What follows belongs to an exercise in optimizing a design on an open flow for small area and a short achievable clock period; a production flow would make more cautious choices. Where RTL was checked, it was by simulation tests only, not by an equivalence proof against the original. Power figures rest on the tool's default switching activity, not on a simulated workload.

==> module gca_dlnv, before the edit <==
module gca_dlnv(
    input [31:0]    coord0,
    input [31:0]    coord1,
    input           ld,
    input           step,
    input           CLK,
    output          FC,
    output [20:0]   ADDR
);
    wire [10:0] xs = coord0[10:0];
    wire [9:0]  ys = coord0[20:11];
    wire [10:0] x1 = coord1[10:0];
    wire [9:0]  y1 = coord1[20:11];
    reg  [10:0] x;
    reg  [9:0]  y;
    reg         sx, sy;      
    reg  [10:0] dx;          
    reg  [9:0]  dy;          
    reg  [11:0] q;           
    reg         xmaj_n;      
    reg  [11:0] h;           
    reg         eqx, eqy;    
    wire xmaj = q[11];
    wire        gx = ({1'b0, xs} + {1'b0, ~x1}) >> 11;
    wire        gy = ({1'b0, ys} + {1'b0, ~y1}) >> 10;
    wire [10:0] tx = xs + ~x1 + {10'd0, sx};
    wire [9:0]  ty = ys + ~y1 + {9'd0, sy};
    wire [11:0] qn  = {2'b0, dy} - {1'b0, dx};
    wire [11:0] h0x = {2'b0, dy} + ~{2'b0, dx[10:1]} + {11'd0, ~dx[0]};
    wire [11:0] h0y = {3'b0, dy[9:1]} + ~{1'b0, dx} + {11'd0, dy[0]};
    wire [11:0] h0  = qn[11] ? h0x : h0y;
    wire gox = xmaj | h[11];         
    wire goy = xmaj_n | ~h[11];      
    wire both = gox & goy;
    wire [11:0] sa = xmaj ? {2'b0, dy} : ~{1'b0, dx};
    wire [11:0] hs = h + (both ? q : sa) + {11'd0, ~both & xmaj_n};
    wire mx = step & gox;
    wire my = step & goy;
    wire [10:0] wx = x ^ {11{sx}};
    wire [9:0]  wy = y ^ {10{sy}};
    wire [10:0] fx;
    wire [9:0]  fy;
    assign fx[0] = 1'b1;
    assign fy[0] = 1'b1;
    genvar i;
    generate
        for (i = 1; i < 11; i = i + 1) begin : gfx
            assign fx[i] = &wx[i-1:0];
        end
        for (i = 1; i < 10; i = i + 1) begin : gfy
            assign fy[i] = &wy[i-1:0];
        end
    endgenerate
    wire [10:0] ex = x ^ x1;
    wire [9:0]  ey = y ^ y1;
    wire eqx_hold = ~|ex;
    wire eqy_hold = ~|ey;
    wire eqx_step = ex == fx;
    wire eqy_step = ey == fy;
    assign ADDR = {y, x};
    assign FC = ~ld & (xmaj ? eqx : eqy);
    always @(posedge CLK) begin
        x <= ld ? xs : x ^ ({11{mx}} & fx);
        y <= ld ? ys : y ^ ({10{my}} & fy);
        eqx <= (mx & ~ld) ? eqx_step : eqx_hold;
        eqy <= (my & ~ld) ? eqy_step : eqy_hold;
        sx <= gx;
        sy <= gy;
        dx <= tx ^ {11{~sx}};
        dy <= ty ^ {10{~sy}};
        q <= qn;
        xmaj_n <= ~qn[11];
        if (ld) begin
            h <= h0;
        end else if (step) begin
            h <= hs;
        end
    end
endmodule
==> flow/config.mk <==
export PLATFORM = sky130hd
export DESIGN_NAME = gca_dlnv
export DESIGN_NICKNAME = gca_dlnv
export VERILOG_FILES = /design/flow/design.v
export SDC_FILE = /design/flow/constraint.sdc
export NUM_CORES = 4
export LEC_CHECK = 0
export CAP_MARGIN = 20
export CORE_MARGIN = 2
export CORE_UTILIZATION = 40
export SETUP_SLACK_MARGIN = 2.3
export SLEW_MARGIN = 20
==> flow/constraint.sdc <==
create_clock -name core_clock -period 5.0 [get_ports {CLK}]
set_input_delay 1.0000 -clock core_clock [delete_from_list [all_inputs] [get_ports {CLK}]]
set_output_delay 1.0000 -clock core_clock [all_outputs]
set_load 0.01 [all_outputs]
standard.sh (not shown) runs the stock make flow with config.mk's settings and CLKGATE_MAP_FILE= SYNTH_SCRIPT=/design/flow/synth_recipe.tcl, a recipe that flattens the netlist after the stock synthesis.
==> flow/flow/run.sh <==
#!/bin/bash
# Own layout flow: the standard ORFS flow (standard.sh) with
#  - ORFS's full/half-adder extraction turned off, so ABC maps the adders
#  - a shorter ABC mapping script (structural choices, then delay mapping)
#  - plain buffers on the ports instead of the delay cells ORFS picks
#  - a clock tree with larger sink clusters and no dummy loads
set -euo pipefail
here=$(pwd)
rm -rf "$here/scripts_mod"
cp -r "$FLOW_HOME/scripts" "$here/scripts_mod"
cp "$here/flow/abc_speed.script" "$here/scripts_mod/abc_speed.script"
export SCRIPTS_DIR="$here/scripts_mod"
export ADDER_MAP_FILE=
export BUFFER_PORTS_ARGS="-buffer_cell sky130_fd_sc_hd__buf_1"
export CTS_ARGS="-sink_clustering_enable -repair_clock_nets -dont_use_dummy_load -sink_clustering_size 16 -root_buf sky130_fd_sc_hd__clkbuf_8 -buf_list {sky130_fd_sc_hd__clkbuf_4}"
bash standard.sh > standard.log 2>&1
==> flow/flow/abc_speed.script <==
&get -n
&st
&dch
&nf
&put
The starting point finished clean.
Next try:
--- a/flow/design.v
+++ b/flow/design.v
@@ -22,8 +22,6 @@
     reg         eqx, eqy;    
     wire xmaj = q[11];
-    wire        gx = ({1'b0, xs} + {1'b0, ~x1}) >> 11;
-    wire        gy = ({1'b0, ys} + {1'b0, ~y1}) >> 10;
-    wire [10:0] tx = xs + ~x1 + {10'd0, sx};
-    wire [9:0]  ty = ys + ~y1 + {9'd0, sy};
+    wire [11:0] tx = {1'b0, xs} + {1'b0, ~x1} + {11'd0, sx};
+    wire [10:0] ty = {1'b0, ys} + {1'b0, ~y1} + {10'd0, sy};
     wire [11:0] qn  = {2'b0, dy} - {1'b0, dx};
     wire [11:0] h0x = {2'b0, dy} + ~{2'b0, dx[10:1]} + {11'd0, ~dx[0]};
@@ -34,5 +32,6 @@
     wire both = gox & goy;
     wire [11:0] sa = xmaj ? {2'b0, dy} : ~{1'b0, dx};
-    wire [11:0] hs = h + (both ? q : sa) + {11'd0, ~both & xmaj_n};
+    wire [11:0] hm = both ? q : sa;
+    wire [11:0] hs = h + (hm & {12{step}}) + {11'd0, step & ~both & xmaj_n};
     wire mx = step & gox;
     wire my = step & goy;
@@ -63,17 +62,13 @@
         x <= ld ? xs : x ^ ({11{mx}} & fx);
         y <= ld ? ys : y ^ ({10{my}} & fy);
-        eqx <= (mx & ~ld) ? eqx_step : eqx_hold;
-        eqy <= (my & ~ld) ? eqy_step : eqy_hold;
-        sx <= gx;
-        sy <= gy;
-        dx <= tx ^ {11{~sx}};
-        dy <= ty ^ {10{~sy}};
+        eqx <= (step & ~ld) ? eqx_step : eqx_hold;
+        eqy <= (step & ~ld) ? eqy_step : eqy_hold;
+        sx <= tx[11];
+        sy <= ty[10];
+        dx <= tx[10:0] ^ {11{~sx}};
+        dy <= ty[9:0] ^ {10{~sy}};
         q <= qn;
         xmaj_n <= ~qn[11];
-        if (ld) begin
-            h <= h0;
-        end else if (step) begin
-            h <= hs;
-        end
+        h <= ld ? h0 : hs;
     end
 endmodule
What happened: The new run finished with timing, DRC and antenna clean; wire length grows by 4.6%; non-clock buffer count is higher by 10; register-to-register slack improves by 0.15 ns; final area grows by 0.82%; final cell count goes down by 2.6%; worst setup slack gains 0.11 ns; global-route usage is higher by 2.2 points; total power decreases by 14%; fmax goes up by 4.2%; die area came out lower by 3.8%; utilization goes up by 2.5 points; sequential power is lower by about 4%; synthesized area went down by 3.9%; hold slack degrades by 0.026 ns.
No functional check of the RTL was part of any run of this note.


gca_dlnv, a different RTL version from the one above (not shown whole).
Size: about 690 cells after synthesis, about 89 I/O pins, about 5700 um2 of cells after synthesis.
==> module gca_dlnv, before the edit <==
module gca_dlnv(
    input [31:0]    coord0,
    input [31:0]    coord1,
    input           ld,
    input           step,
    input           CLK,
    output          FC,
    output [20:0]   ADDR
);
    wire [10:0] xs = coord0[10:0];
    wire [9:0]  ys = coord0[20:11];
    wire [10:0] x1 = coord1[10:0];
    wire [9:0]  y1 = coord1[20:11];
    reg  [10:0] x;
    reg  [9:0]  y;
    reg         sx, sy;      
    reg  [10:0] dx;          
    reg  [9:0]  dy;          
    reg  [11:0] q;           
    reg  [11:0] h;           
    reg         eqx, eqy;    
    wire xmaj = q[11];
    wire xmaj_n = ~q[11];
    wire [11:0] tx = {1'b0, xs} + {1'b0, ~x1} + {11'd0, sx};
    wire [10:0] ty = {1'b0, ys} + {1'b0, ~y1} + {10'd0, sy};
    wire [11:0] qn  = {2'b0, dy} - {1'b0, dx};
    wire [11:0] h0x = {2'b0, dy} + ~{2'b0, dx[10:1]} + {11'd0, ~dx[0]};
    wire [11:0] h0y = {3'b0, dy[9:1]} + ~{1'b0, dx} + {11'd0, dy[0]};
    wire [11:0] h0  = qn[11] ? h0x : h0y;
    wire gox = xmaj | h[11];         
    wire goy = xmaj_n | ~h[11];      
    wire both = gox & goy;
    wire [11:0] sa = xmaj ? {2'b0, dy} : ~{1'b0, dx};
    wire [11:0] hs = h + (both ? q : sa) + {11'd0, ~both & xmaj_n};
    wire mx = step & gox;
    wire my = step & goy;
    wire [10:0] wx = x ^ {11{sx}};
    wire [9:0]  wy = y ^ {10{sy}};
    wire [10:0] fx;
    wire [9:0]  fy;
    assign fx[0] = 1'b1;
    assign fy[0] = 1'b1;
    genvar i;
    generate
        for (i = 1; i < 11; i = i + 1) begin : gfx
            assign fx[i] = &wx[i-1:0];
        end
        for (i = 1; i < 10; i = i + 1) begin : gfy
            assign fy[i] = &wy[i-1:0];
        end
    endgenerate
    wire [10:0] ex = x ^ x1;
    wire [9:0]  ey = y ^ y1;
    wire eqx_hold = ~|ex;
    wire eqy_hold = ~|ey;
    wire eqx_step = ex == fx;
    wire eqy_step = ey == fy;
    assign ADDR = {y, x};
    assign FC = ~ld & (xmaj ? eqx : eqy);
    always @(posedge CLK) begin
        x <= ld ? xs : x ^ ({11{mx}} & fx);
        y <= ld ? ys : y ^ ({10{my}} & fy);
        eqx <= (mx & ~ld) ? eqx_step : eqx_hold;
        eqy <= (my & ~ld) ? eqy_step : eqy_hold;
        sx <= tx[11];
        sy <= ty[10];
        dx <= tx[10:0] ^ {11{~sx}};
        dy <= ty[9:0] ^ {10{~sy}};
        q <= qn;
        if (ld) begin
            h <= h0;
        end else if (step) begin
            h <= hs;
        end
    end
endmodule
export LEC_CHECK = 0
export CAP_MARGIN = 20
export CORE_MARGIN = 2
export CORE_UTILIZATION = 40
export SETUP_SLACK_MARGIN = 2.2
export SLEW_MARGIN = 20
create_clock -name core_clock -period 5.0 [get_ports {CLK}]
Scripts as last shown in full above: flow/flow/run.sh, flow/flow/abc_speed.script
Rerun with:
--- a/flow/design.v
+++ b/flow/design.v
@@ -17,10 +17,10 @@
     reg  [10:0] dx;          
     reg  [9:0]  dy;          
     reg  [11:0] q;           
+    reg         xmaj_n;      
     reg  [11:0] h;           
     reg         eqx, eqy;    
     wire xmaj = q[11];
-    wire xmaj_n = ~q[11];
     wire [11:0] tx = {1'b0, xs} + {1'b0, ~x1} + {11'd0, sx};
     wire [10:0] ty = {1'b0, ys} + {1'b0, ~y1} + {10'd0, sy};
     wire [11:0] qn  = {2'b0, dy} - {1'b0, dx};
@@ -67,6 +67,7 @@
         dx <= tx[10:0] ^ {11{~sx}};
         dy <= ty[9:0] ^ {10{~sy}};
         q <= qn;
+        xmaj_n <= ~qn[11];
         if (ld) begin
             h <= h0;
         end else if (step) begin
Result:
- worst hold slack gains 26 ps
- synthesized area goes up by 0.75%
- wire length goes down by 1.0%
- sequential power is about the same
- core utilization goes down by 1.3 points
- via count goes down by 0.55%
- cell count goes up by 0.92%
For the first run of this note, only the layout was checked, not whether the RTL still works.


== east ==
The RTL this note starts from:
==> flow/design.v <==
module gca_dlnv(
    input [31:0]    coord0,
    input [31:0]    coord1,
    input           ld,
    input           step,
    input           CLK,
    output          FC,
    output [20:0]   ADDR
);
    wire [10:0] xs = coord0[10:0];
    wire [9:0]  ys = coord0[20:11];
    wire [10:0] x1 = coord1[10:0];
    wire [9:0]  y1 = coord1[20:11];
    reg  [10:0] x;
    reg  [9:0]  y;
    reg         sx, sy;      
    reg  [10:0] dx;          
    reg  [9:0]  dy;          
    reg  [11:0] q;           
    reg         xmaj_n;      
    reg  [11:0] h;           
    reg         eqx, eqy;    
    wire xmaj = q[11];
    wire [11:0] tx  = {1'b0, x1} + {1'b0, ~xs};
    wire [10:0] ty  = {1'b0, y1} + {1'b0, ~ys};
    wire [10:0] tx1 = x1 + ~xs + 11'd1;
    wire [9:0]  ty1 = y1 + ~ys + 10'd1;
    wire [10:0] adx = tx[11] ? tx1 : ~tx[10:0];
    wire [9:0]  ady = ty[10] ? ty1 : ~ty[9:0];
    wire [11:0] qn = {2'b0, dy} - {1'b0, dx};
    wire [11:0] sa = xmaj ? {2'b0, dy} : ~{1'b0, dx};
    wire [12:0] h2 = {q[11], q} + {sa[11], sa};
    wire [11:0] h0 = h2[12:1];
    wire gox = xmaj | h[11];         
    wire goy = xmaj_n | ~h[11];      
    wire both = gox & goy;
    wire [11:0] hs = h + (both ? q : sa) + {11'd0, ~both & xmaj_n};
    wire mx = step & gox;
    wire my = step & goy;
    wire [10:0] wx = x ^ {11{sx}};
    wire [9:0]  wy = y ^ {10{sy}};
    wire [10:0] fx;
    wire [9:0]  fy;
    assign fx[0] = 1'b1;
    assign fy[0] = 1'b1;
    genvar i;
    generate
        for (i = 1; i < 11; i = i + 1) begin : gfx
            assign fx[i] = &wx[i-1:0];
        end
        for (i = 1; i < 10; i = i + 1) begin : gfy
            assign fy[i] = &wy[i-1:0];
        end
    endgenerate
    wire [10:0] ex = x ^ x1;
    wire [9:0]  ey = y ^ y1;
    wire eqx_hold = ~|ex;
    wire eqy_hold = ~|ey;
    wire eqx_step = ex == fx;
    wire eqy_step = ey == fy;
    assign ADDR = {y, x};
    assign FC = ~ld & (xmaj ? eqx : eqy);
    always @(posedge CLK) begin
        x <= ld ? xs : x ^ ({11{mx}} & fx);
        y <= ld ? ys : y ^ ({10{my}} & fy);
        eqx <= (step & ~ld) ? eqx_step : eqx_hold;
        eqy <= (step & ~ld) ? eqy_step : eqy_hold;
        sx <= ~tx[11];
        sy <= ~ty[10];
        dx <= adx;
        dy <= ady;
        q <= qn;
        xmaj_n <= ~qn[11];
        if (ld) begin
            h <= h0;
        end else if (step) begin
            h <= hs;
        end
    end
endmodule
Settings: LEC_CHECK=0, CAP_MARGIN=20, CORE_MARGIN=2, CORE_UTILIZATION=40, SETUP_SLACK_MARGIN=2.3, SLEW_MARGIN=20; clock period 5.0 ns.
==> flow/flow/run.sh <==
#!/bin/bash
# Own layout flow: the standard ORFS flow (standard.sh) with
#  - ORFS's full/half-adder extraction turned off, so ABC maps the adders
#  - a shorter ABC mapping script (structural choices, then delay mapping)
#  - plain buffers on the ports instead of the delay cells ORFS picks
#  - a clock tree with larger sink clusters and no dummy loads
set -euo pipefail
here=$(pwd)
rm -rf "$here/scripts_mod"
cp -r "$FLOW_HOME/scripts" "$here/scripts_mod"
cp "$here/flow/abc_speed.script" "$here/scripts_mod/abc_speed.script"
export SCRIPTS_DIR="$here/scripts_mod"
export ADDER_MAP_FILE=
export BUFFER_PORTS_ARGS="-buffer_cell sky130_fd_sc_hd__buf_1"
export CTS_ARGS="-sink_clustering_enable -repair_clock_nets -dont_use_dummy_load -sink_clustering_size 40 -sink_clustering_max_diameter 150 -buf_list {sky130_fd_sc_hd__clkbuf_4}"
bash standard.sh > standard.log 2>&1
Scripts as last shown in full above: flow/flow/abc_speed.script
## Diff of input files: south against east
-- flow/design.v --
<<< east, line 29
    wire [9:0]  ady = ty[10] ? ty1 : ~ty[9:0];
    wire [11:0] qn = {2'b0, dy} - {1'b0, dx};
    wire [11:0] sa = xmaj ? {2'b0, dy} : ~{1'b0, dx};
    wire [12:0] h2 = {q[11], q} + {sa[11], sa};
    wire [11:0] h0 = h2[12:1];
    wire gox = xmaj | h[11];         
    wire goy = xmaj_n | ~h[11];      
    wire both = gox & goy;
    wire [11:0] hs = h + (both ? q : sa) + {11'd0, ~both & xmaj_n};
    wire mx = step & gox;
    wire my = step & goy;
>>> south, line 29
    wire [9:0]  ady = ty[10] ? ty1 : ~ty[9:0];
    wire [11:0] qn = {2'b0, dy} - {1'b0, dx};
    wire [11:0] h0 = q + (xmaj_n ? ~{3'b0, dy[9:1]} : {2'b0, dx[10:1]});
    wire gox = xmaj | h[11];         
    wire goy = xmaj_n | ~h[11];      
    wire both = gox & goy;
    wire [11:0] sa = xmaj ? {2'b0, dy} : ~{1'b0, dx};
    wire [11:0] hm = both ? q : sa;
    wire [11:0] hs = h + (hm & {12{step}}) + {11'd0, step & ~both & xmaj_n};
    wire mx = step & gox;
    wire my = step & goy;
<<< east, line 64
        x <= ld ? xs : x ^ ({11{mx}} & fx);
        y <= ld ? ys : y ^ ({10{my}} & fy);
        eqx <= (step & ~ld) ? eqx_step : eqx_hold;
        eqy <= (step & ~ld) ? eqy_step : eqy_hold;
        sx <= ~tx[11];
        sy <= ~ty[10];
>>> south, line 64
        x <= ld ? xs : x ^ ({11{mx}} & fx);
        y <= ld ? ys : y ^ ({10{my}} & fy);
        eqx <= (mx & ~ld) ? eqx_step : eqx_hold;
        eqy <= (my & ~ld) ? eqy_step : eqy_hold;
        sx <= ~tx[11];
        sy <= ~ty[10];
<<< east, line 72
        q <= qn;
        xmaj_n <= ~qn[11];
        if (ld) begin
            h <= h0;
        end else if (step) begin
            h <= hs;
        end
    end
endmodule
>>> south, line 72
        q <= qn;
        xmaj_n <= ~qn[11];
        h <= ld ? h0 : hs;
    end
endmodule
Results
Of east and south, the higher wire length of the first global-routing pass belongs to south.
reg -> reg as the category of the most critical setup path was reported by east, and in -> reg by south.
Taking east over south, the power consumed by combinational cells ratio works out to 1.17.
south -> east: count of cells along the worst hold path delta 0, exact match
Critical path depth on south is up relative to east.
south ended up with a higher number of iterations in the first detailed-routing pass than east did.
Clock network area share across east and south: no real change.
Min final wirelength across east and south: east
The RTL of east was laid out without a check of its function.

[what the ideal ports hide]
How much do the figures lean on ideal ports? The routed layouts below were timed once more, with nothing changed but the port constraints. Step 1 sets driving cells, clkbuf_16 on the clock port and buf_2 on the other inputs (assumed; they add their load-dependent delay and slew). Step 2, shift: input delay + t, output delay - t, t = (earliest + latest rising clock arrival at the registers) / 2. This alone moves slack from input paths to output paths. Slacks: no drivers / after step 1 / after step 2; pairs: no drivers / after step 1.
| run | t, ns | setup slack, ns | hold WS [ns] | latest minus earliest clock arrival (ns) | pins driven straight from the clock port |
|---|---|---|---|---|---|
| the first run of note 1 | 0.376 | 2.217 / 2.217 / 2.103 | 0.584 / 0.584 / 0.584 | 0.015 / 0.015 | 1 |
| the second run of note 1 | 0.371 | 2.329 / 2.308 / 2.015 | 0.558 / 0.558 / 0.558 | 0.018 / 0.018 | 1 |
| the first run of note 2 | 0.384 | 2.215 / 2.215 / 1.950 | 0.535 / 0.535 / 0.535 | 0.013 / 0.012 | 1 |
| the second run of note 2 | 0.376 | 2.273 / 2.265 / 2.007 | 0.560 / 0.560 / 0.560 | 0.022 / 0.023 | 1 |
| east | 0.479 | 2.282 / 2.282 / 1.931 | 0.484 / 0.484 / 0.484 | 0.025 / 0.024 | 1 |
| south | 0.461 | 2.358 / 2.368 / 1.908 | 0.494 / 0.494 / 0.494 | 0.025 / 0.025 | 1 |
After both steps setup and hold are still met in every run listed. For south, which loses most, drivers alone change the setup slack by +0.010 ns; drivers and shift together by -0.450 ns.
